Source: an optimization exercise on an open RTL-to-GDS flow (aim: small area and a short achievable clock period). Production flows keep margins and buffers that such runs may drop.
RTL that was checked went through simulation tests only; none was proved equivalent to the original.
Power and IR drop assume default switching activity.

Setup of old:
==> module Sync_FIFO, before the edit <==
module Sync_FIFO
(
	input			clock,
	input			reset,
	input			wr_req_next,	 
	output reg		wr_req,		 
	input	[7:0]		wr_data,
	input			rd_req,
	output reg [7:0]	rd_data,
	output reg		full,
	output reg		empty,
	output reg		overflow,
	input			clear_overflow_request,
	output reg [5:0]	wr_index,
	output reg [5:0]	rd_index
);
	reg [7:0] memory [0:63];
	reg  push;
	wire pop  = rd_req & ~empty;
	wire [5:0] wr_inc = wr_index + 6'd1;
	wire [5:0] rd_inc = rd_index + 6'd1;
	wire fills    = (wr_inc == rd_index);	 
	wire empties  = (rd_inc == wr_index);	 
	wire full_next  = push ? (~pop & fills) : (~pop & full);
	wire empty_next = pop ? (~push & empties) : (~push & empty);
	always @(posedge clock)
	begin
		wr_req	<= ~reset & wr_req_next;
		push	<= ~reset & wr_req_next & ~full_next;
	end
	wire [7:0] wr_hi = 8'd1 << wr_index[5:3];
	wire [7:0] wr_lo = 8'd1 << wr_index[2:0];
	genvar i;
	generate
		for (i = 0; i < 64; i = i + 1)
		begin : row
			always @(posedge clock)
				if (push & wr_hi[i/8] & wr_lo[i%8])
					memory[i] <= wr_data;
		end
	endgenerate
	always @(posedge clock)
	begin
		if (reset)
		begin
			wr_index <= 6'd0;
			rd_index <= 6'd0;
			rd_data  <= 8'd0;
			full     <= 1'b0;
			empty    <= 1'b1;
		end
		else
		begin
			if (push)
				wr_index <= wr_inc;
			if (pop)
			begin
				rd_index <= rd_inc;
				rd_data  <= memory[rd_index];
			end
			full  <= full_next;
			empty <= empty_next;
		end
	end
	always @(posedge clock)
	begin
		if (reset)
			overflow <= 1'b0;
		else if (clear_overflow_request)
			overflow <= 1'b0;
		else if (full & wr_req)
			overflow <= 1'b1;
	end
endmodule
clock: 4.5 ns
lec_check: 0
cap_margin: 20
core_margin: 2
core_utilization: 50
cts_buf_list: sky130_fd_sc_hd__clkbuf_8
cts_cluster_size: 30
place_density: 0.65
setup_slack_margin: 1.8
slew_margin: 20
run.sh (not shown) runs the stock make flow with config.mk's settings and CLKGATE_MAP_FILE= SYNTH_SCRIPT=/design/flow/synth_recipe.tcl, a recipe that flattens the netlist after the stock synthesis.
Every stage of the flow completed for old, and the final layout passed the timing, design-rule and antenna checks.
Input-level comparison between new and old:
diff --git a/flow/design.v b/flow/design.v
--- a/flow/design.v
+++ b/flow/design.v
@@ -16,21 +16,26 @@
 );
 	reg [7:0] memory [0:63];
 	reg  push;
 	wire pop  = rd_req & ~empty;
-	wire [5:0] wr_inc = wr_index + 6'd1;
-	wire [5:0] rd_inc = rd_index + 6'd1;
-	wire fills    = (wr_inc == rd_index);	 
-	wire empties  = (rd_inc == wr_index);	 
-	wire full_next  = push ? (~pop & fills) : (~pop & full);
-	wire empty_next = pop ? (~push & empties) : (~push & empty);
+	wire full_next = (push & ~pop) ? (wr_index + 6'd1 == rd_index) : ((pop & ~push) ? 1'b0 : full);
 	always @(posedge clock)
 	begin
 		wr_req	<= ~reset & wr_req_next;
 		push	<= ~reset & wr_req_next & ~full_next;
 	end
 	wire [7:0] wr_hi = 8'd1 << wr_index[5:3];
 	wire [7:0] wr_lo = 8'd1 << wr_index[2:0];
+	wire [7:0] rd_hi = 8'd1 << rd_index[5:3];
+	wire [7:0] rd_lo = 8'd1 << rd_index[2:0];
+	reg  [7:0] rd_word;
+	integer k;
+	always @(*)
+	begin
+		rd_word = 8'd0;
+		for (k = 0; k < 64; k = k + 1)
+			rd_word = rd_word | (memory[k] & {8{rd_hi[k/8] & rd_lo[k%8]}});
+	end
 	genvar i;
 	generate
 		for (i = 0; i < 64; i = i + 1)
 		begin : row
@@ -51,16 +56,19 @@
 		end
 		else
 		begin
 			if (push)
-				wr_index <= wr_inc;
+				wr_index <= wr_index + 6'd1;
 			if (pop)
 			begin
-				rd_index <= rd_inc;
-				rd_data  <= memory[rd_index];
+				rd_index <= rd_index + 6'd1;
+				rd_data  <= rd_word;
 			end
-			full  <= full_next;
-			empty <= empty_next;
+			full <= full_next;
+			if (push & ~pop)
+				empty <= 1'b0;
+			if (pop & ~push)
+				empty <= (rd_index + 6'd1 == wr_index);
 		end
 	end
 	always @(posedge clock)
 	begin
Notes after the runs:
- new: no failed stages, no open violations at the end
- Compared with old, new shows a filler-free cell count of the finished design that is 136 lower.
- Total number of vias delta for new relative to old: about 2.2% lower
- new: post-synthesis compound-gate area fraction is 0.72 points lower than what old reported.
- Relative to old, new degrades first-pass GRT wire length.
- Relative to old, number of instances in the synthesized netlist has gone down in new.
- On final worst-path cycle share, the lower figure sits with new, not old.
- Compared with old, new shows a shortest period the worst path allows that is 87 ps lower.
- Looking at new and old, the area occupied by registers is a wash.
- Between new and old, via density per instance is lower for old, new comes in above that.
- Count of unique library cells instantiated by Yosys (old / new): 1.06
- The worst slack on hold paths in new was higher than what old gave.
- The post-synthesis instance area on new is in line with that on old.
- Between new and old, the difference in height of the chip is negligible.
- Power share of the clock group, new and old: higher on new
The RTL of old was laid out without a check of its function.

---

I2C_Master with an RTL version that a note above also has.
Size in the first run: about 3400 cells after synthesis, about 94 I/O pins, roughly 49000 um2 of cells after synthesis.
## I2C_Master
module I2C_Master (clk, reset, address, byteenable, chipselect, writedata, readdata, write, read, i2c_sda_in, i2c_sda_out, i2c_scl, ref_clk_test, debug_port);
	input		clk, reset;
	input		read, write, chipselect;
	input	[1:0]	address;
	input	[3:0]	byteenable;
	input	[31:0]	writedata;
	output reg [31:0] readdata;
	input		i2c_sda_in;
	output		i2c_sda_out;
	output		i2c_scl;
	output		ref_clk_test;
	output	[14:0]	debug_port;
	localparam ADDRESS	= 2'b00;
	localparam DATA		= 2'b01;
	localparam STATUS	= 2'b10;
	localparam CONTROL	= 2'b11;
	reg [31:0]	slave_address;
	reg [31:0]	control_reg;
	reg [7:0]	tx_fifo_data_in;
	wire		tx_fifo_wr_req_next;
	wire		tx_fifo_wr_req;
	wire		rx_fifo_wr_req;
	reg		clr_tx_fifo_overflow;
	reg		clr_rx_fifo_overflow;
	reg		chipselect_del;
	wire [7:0]	tx_fifo_data_out;
	wire		tx_fifo_rd_req;
	wire		tx_fifo_full, tx_fifo_empty, tx_fifo_overflow;
	wire [5:0]	tx_fifo_wr_index, tx_fifo_rd_index;
	wire [7:0]	rx_fifo_data_in;
	wire		rx_fifo_wr_req_next;
	wire		rx_fifo_rd_req;
	wire [7:0]	rx_fifo_data_out;
	wire		rx_fifo_full, rx_fifo_empty, rx_fifo_overflow;
	wire [5:0]	rx_fifo_wr_index, rx_fifo_rd_index;
	wire		BUSY, ACK_ERROR;
  ...
==> module Sync_FIFO, before the edit <==
module Sync_FIFO
(
	input			clock,
	input			reset,
	input			wr_req_next,	 
	output reg		wr_req,		 
	input	[7:0]		wr_data,
	input			rd_req,
	output reg [7:0]	rd_data,
	output reg		full,
	output reg		empty,
	output reg		overflow,
	input			clear_overflow_request,
	output reg [5:0]	wr_index,
	output reg [5:0]	rd_index
);
	reg [7:0] memory [0:63];
	reg  push;
	wire pop  = rd_req & ~empty;
	wire full_next = (push & ~pop) ? (wr_index + 6'd1 == rd_index) : ((pop & ~push) ? 1'b0 : full);
	always @(posedge clock)
	begin
		wr_req	<= ~reset & wr_req_next;
		push	<= ~reset & wr_req_next & ~full_next;
	end
	wire [7:0] wr_hi = 8'd1 << wr_index[5:3];
	wire [7:0] wr_lo = 8'd1 << wr_index[2:0];
	wire [7:0] rd_hi = 8'd1 << rd_index[5:3];
	wire [7:0] rd_lo = 8'd1 << rd_index[2:0];
	reg  [7:0] rd_word;
	integer k;
	always @(*)
	begin
		rd_word = 8'd0;
		for (k = 0; k < 64; k = k + 1)
			rd_word = rd_word | (memory[k] & {8{rd_hi[k/8] & rd_lo[k%8]}});
	end
	genvar i;
	generate
		for (i = 0; i < 64; i = i + 1)
		begin : row
			always @(posedge clock)
				if (push & wr_hi[i/8] & wr_lo[i%8])
					memory[i] <= wr_data;
		end
	endgenerate
	always @(posedge clock)
	begin
		if (reset)
		begin
			wr_index <= 6'd0;
			rd_index <= 6'd0;
			rd_data  <= 8'd0;
			full     <= 1'b0;
			empty    <= 1'b1;
		end
		else
		begin
			if (push)
				wr_index <= wr_index + 6'd1;
			if (pop)
			begin
				rd_index <= rd_index + 6'd1;
				rd_data  <= rd_word;
			end
			full <= full_next;
			if (push & ~pop)
				empty <= 1'b0;
			if (pop & ~push)
				empty <= (rd_index + 6'd1 == wr_index);
		end
	end
	always @(posedge clock)
	begin
		if (reset)
			overflow <= 1'b0;
		else if (clear_overflow_request)
			overflow <= 1'b0;
		else if (full & wr_req)
			overflow <= 1'b1;
	end
endmodule
Settings: LEC_CHECK=0, CAP_MARGIN=20, CORE_MARGIN=2, CORE_UTILIZATION=50, CTS_BUF_LIST=sky130_fd_sc_hd__clkbuf_16, CTS_CLUSTER_DIAMETER=60, CTS_CLUSTER_SIZE=24, PLACE_DENSITY=0.65, SETUP_SLACK_MARGIN=1.8, SLEW_MARGIN=20; clock period 4.5 ns.
Then changed:
--- a/flow/design.v
+++ b/flow/design.v
@@ -16,19 +16,27 @@
 );
 	reg [7:0] memory [0:63];
 	reg  push;
 	wire pop  = rd_req & ~empty;
 	wire full_next = (push & ~pop) ? (wr_index + 6'd1 == rd_index) : ((pop & ~push) ? 1'b0 : full);
+	reg  [7:0] push_hi;
+	wire [5:0] wr_index_next = push ? wr_index + 6'd1 : wr_index;
 	always @(posedge clock)
 	begin
 		wr_req	<= ~reset & wr_req_next;
 		push	<= ~reset & wr_req_next & ~full_next;
+		push_hi	<= {8{~reset & wr_req_next & ~full_next}} & (8'd1 << wr_index_next[5:3]);
 	end
-	wire [7:0] wr_hi = 8'd1 << wr_index[5:3];
 	wire [7:0] wr_lo = 8'd1 << wr_index[2:0];
-	wire [7:0] rd_hi = 8'd1 << rd_index[5:3];
-	wire [7:0] rd_lo = 8'd1 << rd_index[2:0];
+	reg  [7:0] rd_hi;
+	reg  [7:0] rd_lo;
+	wire [5:0] rd_index_next = reset ? 6'd0 : (pop ? rd_index + 6'd1 : rd_index);
+	always @(posedge clock)
+	begin
+		rd_hi <= 8'd1 << rd_index_next[5:3];
+		rd_lo <= 8'd1 << rd_index_next[2:0];
+	end
 	reg  [7:0] rd_word;
 	integer k;
 	always @(*)
 	begin
 		rd_word = 8'd0;
@@ -38,11 +46,11 @@
 	genvar i;
 	generate
 		for (i = 0; i < 64; i = i + 1)
 		begin : row
 			always @(posedge clock)
-				if (push & wr_hi[i/8] & wr_lo[i%8])
+				if (push_hi[i/8] & wr_lo[i%8])
 					memory[i] <= wr_data;
 		end
 	endgenerate
 	always @(posedge clock)
 	begin
Non-clock buffer count decreases by 184.
Worst hold slack got worse by 0.012 ns.
Combinational power decreases by about 3%.
Setup slack stays flat.
Global-route usage decreases by 2.8 points.
Clock skew decreases by 0.012 ns.
Fmax hardly moves.
Critical path depth decreases by 2.
Clock-buffer cell count increases by 6.

[static timing again, ports no longer ideal]
The flow's constraints put no driver on any port. The routed layouts listed below were extracted and timed again, unchanged, in two steps.
Step 1, drivers: a clkbuf_16 drives clk and a buf_2 each remaining input, both assumed.
Step 2, shift: input delay + t, output delay - t, t = (earliest + latest rising clock arrival at the registers) / 2. This alone moves slack from input paths to output paths.
Slacks: ideal / step 1 / step 2; pairs: ideal / step 1.
| run | t (ns) | slack for setup (ns) | hold slack, ns |
|---|---|---|---|
| old | 0.939 | 1.453 / 1.413 / 1.313 | 0.407 / 0.411 / 0.427 |
| new | 0.959 | 1.540 / 1.471 / 0.962 | 0.424 / 0.424 / 0.424 |
| the first run of note 2 | 0.770 | 1.666 / 1.513 / 1.122 | 0.426 / 0.426 / 0.426 |
| the second run of note 2 | 0.758 | 1.666 / 1.463 / 1.284 | 0.414 / 0.414 / 0.414 |
After both steps setup and hold are still met in every run listed. For new, which loses most, drivers alone change the setup slack by -0.069 ns; drivers and shift together by -0.578 ns.
